This design comes from an exercise in tuning for small area, a short achievable clock period and few clock cycles on the open sky130 flow, not from production work. Where RTL was checked, it was by simulation tests only, not by an equivalence proof against the original. No activity file was given, so power comes from the tool's default toggle rates.

== run a ==
==> flow/design.v <==
package kcpsmx3_inc;
localparam OPERAND_WIDTH    = 8;                     
localparam CODE_WIDTH       = 18;
localparam CODE_DEPTH       = 10;                    
localparam CODE_SIZE        = (1 << CODE_DEPTH);     
localparam PORT_WIDTH       = OPERAND_WIDTH;         
localparam PORT_DEPTH       = OPERAND_WIDTH;         
localparam PORT_SIZE        = (1 << PORT_DEPTH);     
localparam STACK_WIDTH      = CODE_DEPTH;            
localparam STACK_DEPTH      = 5;                     
localparam STACK_SIZE       = (1 << STACK_DEPTH);    
localparam REGISTER_WIDTH   = OPERAND_WIDTH;         
localparam REGISTER_DEPTH   = 4;                     
localparam REGISTER_SIZE    = (1 << REGISTER_DEPTH); 
localparam SCRATCH_WIDTH    = OPERAND_WIDTH;         
localparam SCRATCH_DEPTH    = 6;                     
localparam SCRATCH_SIZE     = (1 << SCRATCH_DEPTH);  
localparam OPERATION_WIDTH  = 5;
localparam RESET_VECTOR     = 0;                     
localparam INTERRUPT_VECTOR = (CODE_SIZE - 1);        
typedef enum logic [1:0] {
    Z           = 2'b00,  
    NZ          = 2'b01,  
    C           = 2'b10,  
    NC          = 2'b11   
} cond_flag_t;
typedef enum logic [1:0] {
    SA          = 2'b00,  
    RL_SRX      = 2'b01,  
    RR_SLX      = 2'b10,  
    SC          = 2'b11  
} shift_op_t;
typedef enum logic [4:0] {
    LOAD        = 5'h00,
    INPUT       = 5'h02,
    FETCH       = 5'h03,
    AND         = 5'h05,
    OR          = 5'h06,
    XOR         = 5'h07,
    TEST        = 5'h09,
    COMPARE     = 5'h0a,
    ADD         = 5'h0c,
    ADDCY       = 5'h0d,
    SUB         = 5'h0e,
    SUBCY       = 5'h0f,
    RS          = 5'h10,
    RETURN      = 5'h15,
    OUTPUT      = 5'h16,
    STORE       = 5'h17,
    CALL        = 5'h18,
    JUMP        = 5'h1a,
    RETURNI     = 5'h1c,
    INTERRUPT   = 5'h1e
} opcode_t;
typedef struct packed {
    logic [11:8] x_addr;                 
    logic [7:4] y_addr;                  
    logic [3:0] padding;                 
} reg_reg_instr_t;
typedef struct packed {
    logic [11:8] x_addr;                 
    logic [7:0] constant;                
} reg_const_instr_t;
typedef struct packed {
    logic [11:8] x_addr;                 
    logic [7:6] padding;                 
    logic [5:0] scratch_addr;            
} scratch_instr_t;
typedef struct packed {
    logic [11:8] x_addr;                 
    logic [7:0] port_addr;               
} port_instr_t;
typedef struct packed {
    logic [11:8] x_addr;                 
    logic [7:4] padding;                 
    logic [3:3] dir;                     
    shift_op_t  op;                      
    logic [0:0] constant;                
} shift_instr_t;
typedef struct packed {
    cond_flag_t flags;                   
    logic [9:0] code_addr;               
} jump_instr_t;
typedef struct packed {
    logic [11:1] padding;
    logic [0:0] en;
} int_instr_t;
typedef struct packed {
    opcode_t    operation;           
    logic       op_cond_sel;         
    union packed {                   
        reg_reg_instr_t reg_reg;
        reg_const_instr_t reg_const;
        scratch_instr_t scratch;
        port_instr_t port;
        shift_instr_t shift;
        jump_instr_t jump;
        int_instr_t interrupt;
    } instr_type;
} instr_t;
endpackage
import kcpsmx3_inc::*;
module kcpsmx(
    output logic [PORT_DEPTH-1:0]   port_id,         
    output logic                    write_strobe,    
    output logic [PORT_WIDTH-1:0]   out_port,        
    output logic                    read_strobe,     
    input        [PORT_WIDTH-1:0]   in_port,         
    input                           interrupt,       
    output logic                    interrupt_ack,   
    input                           reset,           
    input                           clk,             
    output logic [CODE_DEPTH-1:0]   address,         
    input        [CODE_WIDTH-1:0]   instruction      
);
assign interrupt_ack = 1'b0;
logic [9:0]  pc;
logic [17:0] ir;
logic [15:0][7:0] rf;            
logic [63:0][7:0] spr;           
logic [31:0][9:0] stk;           
logic [4:0]  sp;                 
logic [9:0]  tos;                
logic        carry, zero;
logic [7:0]  e_a, e_b;
logic [5:0]  e_saddr;            
logic        e_fa, e_fb;         
logic [3:0]  e_dst;
logic        e_regwrite, e_flagwrite;
logic        e_input, e_output, e_store, e_reti, e_push;
logic        e_sub;
logic [1:0]  e_cin;              
logic        e_sel_add, e_sel_and, e_sel_or, e_sel_xor, e_sel_sh, e_sel_b, e_sel_scr;
logic        e_test;
logic        e_sdir;
logic [1:0]  e_sop;
logic        e_sconst;
logic [9:0]  e_pushdata;
logic [7:0]  res;
logic [3:0]  w_dst;
logic        w_regwrite, w_input, w_flagwrite, w_zclr;
assign address = pc;
wire [4:0] op = ir[17:13];
wire d_load    = (op == LOAD);
wire d_input   = (op == INPUT);
wire d_fetch   = (op == FETCH);
wire d_and     = (op == AND);
wire d_or      = (op == OR);
wire d_xor     = (op == XOR);
wire d_test    = (op == TEST);
wire d_cmp     = (op == COMPARE);
wire d_add     = (op == ADD);
wire d_addcy   = (op == ADDCY);
wire d_sub     = (op == SUB);
wire d_subcy   = (op == SUBCY);
wire d_rs      = (op == RS);
wire d_ret     = (op == RETURN);
wire d_output  = (op == OUTPUT);
wire d_store   = (op == STORE);
wire d_call    = (op == CALL);
wire d_jump    = (op == JUMP);
wire d_reti    = (op == RETURNI);
wire d_arith     = d_add | d_addcy | d_sub | d_subcy | d_cmp;
wire d_regwrite  = d_load | d_input | d_fetch | d_and | d_or | d_xor |
                   d_add | d_addcy | d_sub | d_subcy | d_rs;
wire d_flagwrite = d_and | d_or | d_xor | d_test | d_arith | d_rs;
wire d_usex      = d_and | d_or | d_xor | d_test | d_arith | d_rs | d_output | d_store;
wire d_usey      = ir[12] & (d_load | d_input | d_fetch | d_and | d_or | d_xor | d_test |
                             d_arith | d_output | d_store);
wire [7:0] wb_data = w_input ? in_port : res;
wire z_eff = w_flagwrite ? ~|res : (w_zclr ? 1'b0 : zero);
wire cond_ok = ~ir[12] | (ir[11] ? (carry ^ ir[10]) : (z_eff ^ ir[10]));
wire d_jmp  = (d_jump | d_call) & cond_ok;
wire d_retk = (d_ret & cond_ok) | d_reti;
wire d_push = d_call & cond_ok;
wire d_memport = d_input | d_output | d_fetch | d_store;
wire stall = (e_input & ((d_usex & (ir[11:8] == e_dst)) | (d_usey & (ir[7:4] == e_dst)))) |
             (e_regwrite & ((d_memport & ir[12] & (ir[7:4] == e_dst)) |
                            (d_store & (ir[11:8] == e_dst))));
wire [9:0] pc_inc = pc + 10'd1;
wire [3:0] xa = ir[11:8];
wire [3:0] ya = ir[7:4];
wire [7:0] xv = (w_regwrite && w_dst == xa) ? wb_data : rf[xa];
wire [7:0] yv = (w_regwrite && w_dst == ya) ? wb_data : rf[ya];
always_ff @(posedge clk) begin
    if (reset) begin
        pc <= 10'd0;
        ir <= 18'h02000;         
        sp <= 5'd31;
    end else if (!stall) begin
        ir <= instruction;
        if (d_jmp)       pc <= ir[9:0];
        else if (d_retk) pc <= tos;
        else             pc <= pc_inc;
        if (d_push)      sp <= sp + 5'd1;
        else if (d_retk) sp <= sp - 5'd1;
    end
end
always_ff @(posedge clk) begin
    e_a   <= xv;
    e_b   <= ir[12] ? yv : ir[7:0];
    e_saddr <= ir[12] ? yv[5:0] : ir[5:0];
    e_dst <= xa;
    e_fa  <= e_regwrite & (e_dst == xa);
    e_fb  <= ir[12] & e_regwrite & (e_dst == ya);
    e_sub <= d_sub | d_subcy | d_cmp;
    e_cin <= d_addcy ? 2'd2 : d_subcy ? 2'd3 : (d_sub | d_cmp) ? 2'd1 : 2'd0;
    e_sel_add <= d_arith;
    e_sel_and <= d_and | d_test;
    e_sel_or  <= d_or;
    e_sel_xor <= d_xor;
    e_sel_sh  <= d_rs;
    e_sel_b   <= d_load;
    e_sel_scr <= d_fetch;
    e_test    <= d_test;
    e_sdir    <= ir[3];
    e_sop     <= ir[2:1];
    e_sconst  <= ir[0];
    e_pushdata <= pc_inc;        
    if (reset || stall) begin
        e_regwrite  <= 1'b0;
        e_flagwrite <= 1'b0;
        e_input     <= 1'b0;
        e_output    <= 1'b0;
        e_store     <= 1'b0;
        e_reti      <= 1'b0;
        e_push      <= 1'b0;
    end else begin
        e_regwrite  <= d_regwrite;
        e_flagwrite <= d_flagwrite;
        e_input     <= d_input;
        e_output    <= d_output;
        e_store     <= d_store;
        e_reti      <= d_reti;
        e_push      <= d_push;
    end
end
wire [7:0] a = e_fa ? res : e_a;
wire [7:0] b = e_fb ? res : e_b;
wire [7:0] bx  = b ^ {8{e_sub}};
wire       cin = e_cin[1] ? (carry ^ e_cin[0]) : e_cin[0];
wire [8:0] sum = {1'b0, a} + {1'b0, bx} + {8'd0, cin};
wire sbit = (e_sop == 2'b10) ? a[0] :
            (e_sop == 2'b01) ? a[7] :
            (e_sop == 2'b00) ? carry : e_sconst;
wire [7:0] shres = e_sdir ? {sbit, a[7:1]} : {a[6:0], sbit};
wire       shout = e_sdir ? a[0] : a[7];
wire [7:0] andv = a & b;
wire [7:0] scr  = spr[e_saddr];
wire [7:0] result = ({8{e_sel_add}} & sum[7:0]) |
                    ({8{e_sel_and}} & andv)     |
                    ({8{e_sel_or }} & (a | b))  |
                    ({8{e_sel_xor}} & (a ^ b))  |
                    ({8{e_sel_sh }} & shres)    |
                    ({8{e_sel_b  }} & b)        |
                    ({8{e_sel_scr}} & scr);
wire c_new = (e_sel_add & (sum[8] ^ e_sub)) |
             (e_test    & (^andv))           |
             (e_sel_sh  & shout);
always_ff @(posedge clk) begin
    for (int k = 0; k < 64; k++)
        if (e_store && e_saddr == k) spr[k] <= e_a;
    for (int k = 0; k < 32; k++)
        if (e_push && sp == k) stk[k] <= e_pushdata;
    tos <= e_push ? e_pushdata : stk[sp];
end
always_ff @(posedge clk) begin
    res      <= result;
    w_dst    <= e_dst;
    port_id  <= e_b;
    out_port <= a;
    if (reset) begin
        carry        <= 1'b0;
        w_regwrite   <= 1'b0;
        w_input      <= 1'b0;
        w_flagwrite  <= 1'b0;
        w_zclr       <= 1'b0;
        read_strobe  <= 1'b0;
        write_strobe <= 1'b0;
    end else begin
        if (e_flagwrite)                carry <= c_new;
        else if (e_reti && !w_flagwrite) carry <= 1'b0;
        w_regwrite   <= e_regwrite;
        w_input      <= e_input;
        w_flagwrite  <= e_flagwrite;
        w_zclr       <= e_reti & ~w_flagwrite;
        read_strobe  <= e_input;
        write_strobe <= e_output;
    end
end
always_ff @(posedge clk) begin
    for (int k = 0; k < 16; k++)
        if (w_regwrite && w_dst == k) rf[k] <= wb_data;
end
always_ff @(posedge clk) begin
    if (reset) zero <= 1'b0;
    else       zero <= z_eff;
end
endmodule
make LEC_CHECK=0 ABC_CLOCK_PERIOD_IN_PS=2200 CAP_MARGIN=20 CORE_MARGIN=2 CORE_UTILIZATION=60 SETUP_SLACK_MARGIN=3.5 SLEW_MARGIN=20 TNS_END_PERCENT=30 finish   # period 6.0 ns
run.sh (not shown) runs the stock make flow with config.mk's settings and CLKGATE_MAP_FILE= SYNTH_SCRIPT=/design/flow/synth_recipe.tcl, a recipe that flattens the netlist after the stock synthesis.
Here is what was changed in the inputs of run b compared with run a.
--- a/flow/design.v
+++ b/flow/design.v
@@ -120,12 +120,13 @@
 logic [63:0][7:0] spr;           
 logic [31:0][9:0] stk;           
 logic [4:0]  sp;                 
 logic [9:0]  tos;                
 logic        carry, zero;
-logic [7:0]  e_a, e_b;
+logic [7:0]  e_a, e_bx;          
 logic [5:0]  e_saddr;            
+logic [7:0]  e_sd;               
 logic        e_fa, e_fb;         
 logic [3:0]  e_dst;
 logic        e_regwrite, e_flagwrite;
 logic        e_input, e_output, e_store, e_reti, e_push;
 logic        e_sub;
@@ -196,12 +197,13 @@
         else if (d_retk) sp <= sp - 5'd1;
     end
 end
 always_ff @(posedge clk) begin
     e_a   <= xv;
-    e_b   <= ir[12] ? yv : ir[7:0];
+    e_bx  <= (ir[12] ? yv : ir[7:0]) ^ {8{d_sub | d_subcy | d_cmp}};
     e_saddr <= ir[12] ? yv[5:0] : ir[5:0];
+    if (d_store) e_sd <= xv;
     e_dst <= xa;
     e_fa  <= e_regwrite & (e_dst == xa);
     e_fb  <= ir[12] & e_regwrite & (e_dst == ya);
     e_sub <= d_sub | d_subcy | d_cmp;
     e_cin <= d_addcy ? 2'd2 : d_subcy ? 2'd3 : (d_sub | d_cmp) ? 2'd1 : 2'd0;
@@ -233,15 +235,16 @@
         e_store     <= d_store;
         e_reti      <= d_reti;
         e_push      <= d_push;
     end
 end
-wire [7:0] a = e_fa ? res : e_a;
-wire [7:0] b = e_fb ? res : e_b;
-wire [7:0] bx  = b ^ {8{e_sub}};
+wire [7:0] a  = e_fa ? res : e_a;
+wire [7:0] bx = e_fb ? (res ^ {8{e_sub}}) : e_bx;
+wire [7:0] b  = bx;              
 wire       cin = e_cin[1] ? (carry ^ e_cin[0]) : e_cin[0];
-wire [8:0] sum = {1'b0, a} + {1'b0, bx} + {8'd0, cin};
+wire [9:0] sum2 = {1'b0, a, 1'b1} + {1'b0, bx, cin};
+wire [8:0] sum  = sum2[9:1];
 wire sbit = (e_sop == 2'b10) ? a[0] :
             (e_sop == 2'b01) ? a[7] :
             (e_sop == 2'b00) ? carry : e_sconst;
 wire [7:0] shres = e_sdir ? {sbit, a[7:1]} : {a[6:0], sbit};
 wire       shout = e_sdir ? a[0] : a[7];
@@ -257,19 +260,19 @@
 wire c_new = (e_sel_add & (sum[8] ^ e_sub)) |
              (e_test    & (^andv))           |
              (e_sel_sh  & shout);
 always_ff @(posedge clk) begin
     for (int k = 0; k < 64; k++)
-        if (e_store && e_saddr == k) spr[k] <= e_a;
+        if (e_store && e_saddr == k) spr[k] <= e_sd;
     for (int k = 0; k < 32; k++)
         if (e_push && sp == k) stk[k] <= e_pushdata;
     tos <= e_push ? e_pushdata : stk[sp];
 end
 always_ff @(posedge clk) begin
     res      <= result;
     w_dst    <= e_dst;
-    port_id  <= e_b;
+    port_id  <= e_bx;
     out_port <= a;
     if (reset) begin
         carry        <= 1'b0;
         w_regwrite   <= 1'b0;
         w_input      <= 1'b0;
## What came out
Net switching power of the design sits lower in run b than in run a. Taking run a over run b, the number of non-clock inverters ratio works out to 0.74. Going from run a to run b, area used by multi-input combinational logic shows an increase of about 1.5%; count of vias placed by the detailed router grew by about 1.2%; final standard cell count with taps included and fillers excluded went up by 29; number of cells in the design after placement increased by 49 relative to the old numbers. | average footprint of a synthesized cell | run b vs run a | 1.1% lower |. On run b: first-pass GRT wire length is 620 um higher than what run a gave. Looking at run b and run a, the cell area is a wash. Going from run a to run b, total power density per cell area dropped about 0.54%, number of logic stages on the critical path including buffering fell 8, maximum fanout encountered on the critical timing path climbed 20.
Testbench counts of run b, summed over its fixed seeds: cycles 296,784.
For run a, only the layout was checked, not whether the RTL still works.

-- static timing again, ports no longer ideal --
How much do the figures lean on ideal ports? The routed layouts below were timed once more, with nothing changed but the port constraints. Step 1 sets driving cells, clkbuf_16 on the clock port and buf_2 on the other inputs (assumed; they add their load-dependent delay and slew). Step 2 moves the port delays by t, midway between the first and last clock arrival at a register: inputs arrive t later, outputs are due t later. That takes back most of the time a late clock gives input paths. a / b / c = ideal / step 1 / step 2; a / b = the first two.
run | t, ns | setup slack, ns | worst data-port slew with drivers (ns)
run a | 0.734 | 3.036 / 3.036 / 3.036 | 0.04
run b | 0.737 | 3.250 / 3.224 / 2.937 | 0.04
After both steps setup and hold are still met in every run listed. For run b, which loses most, drivers alone change the setup slack by -0.026 ns; drivers and shift together by -0.313 ns.
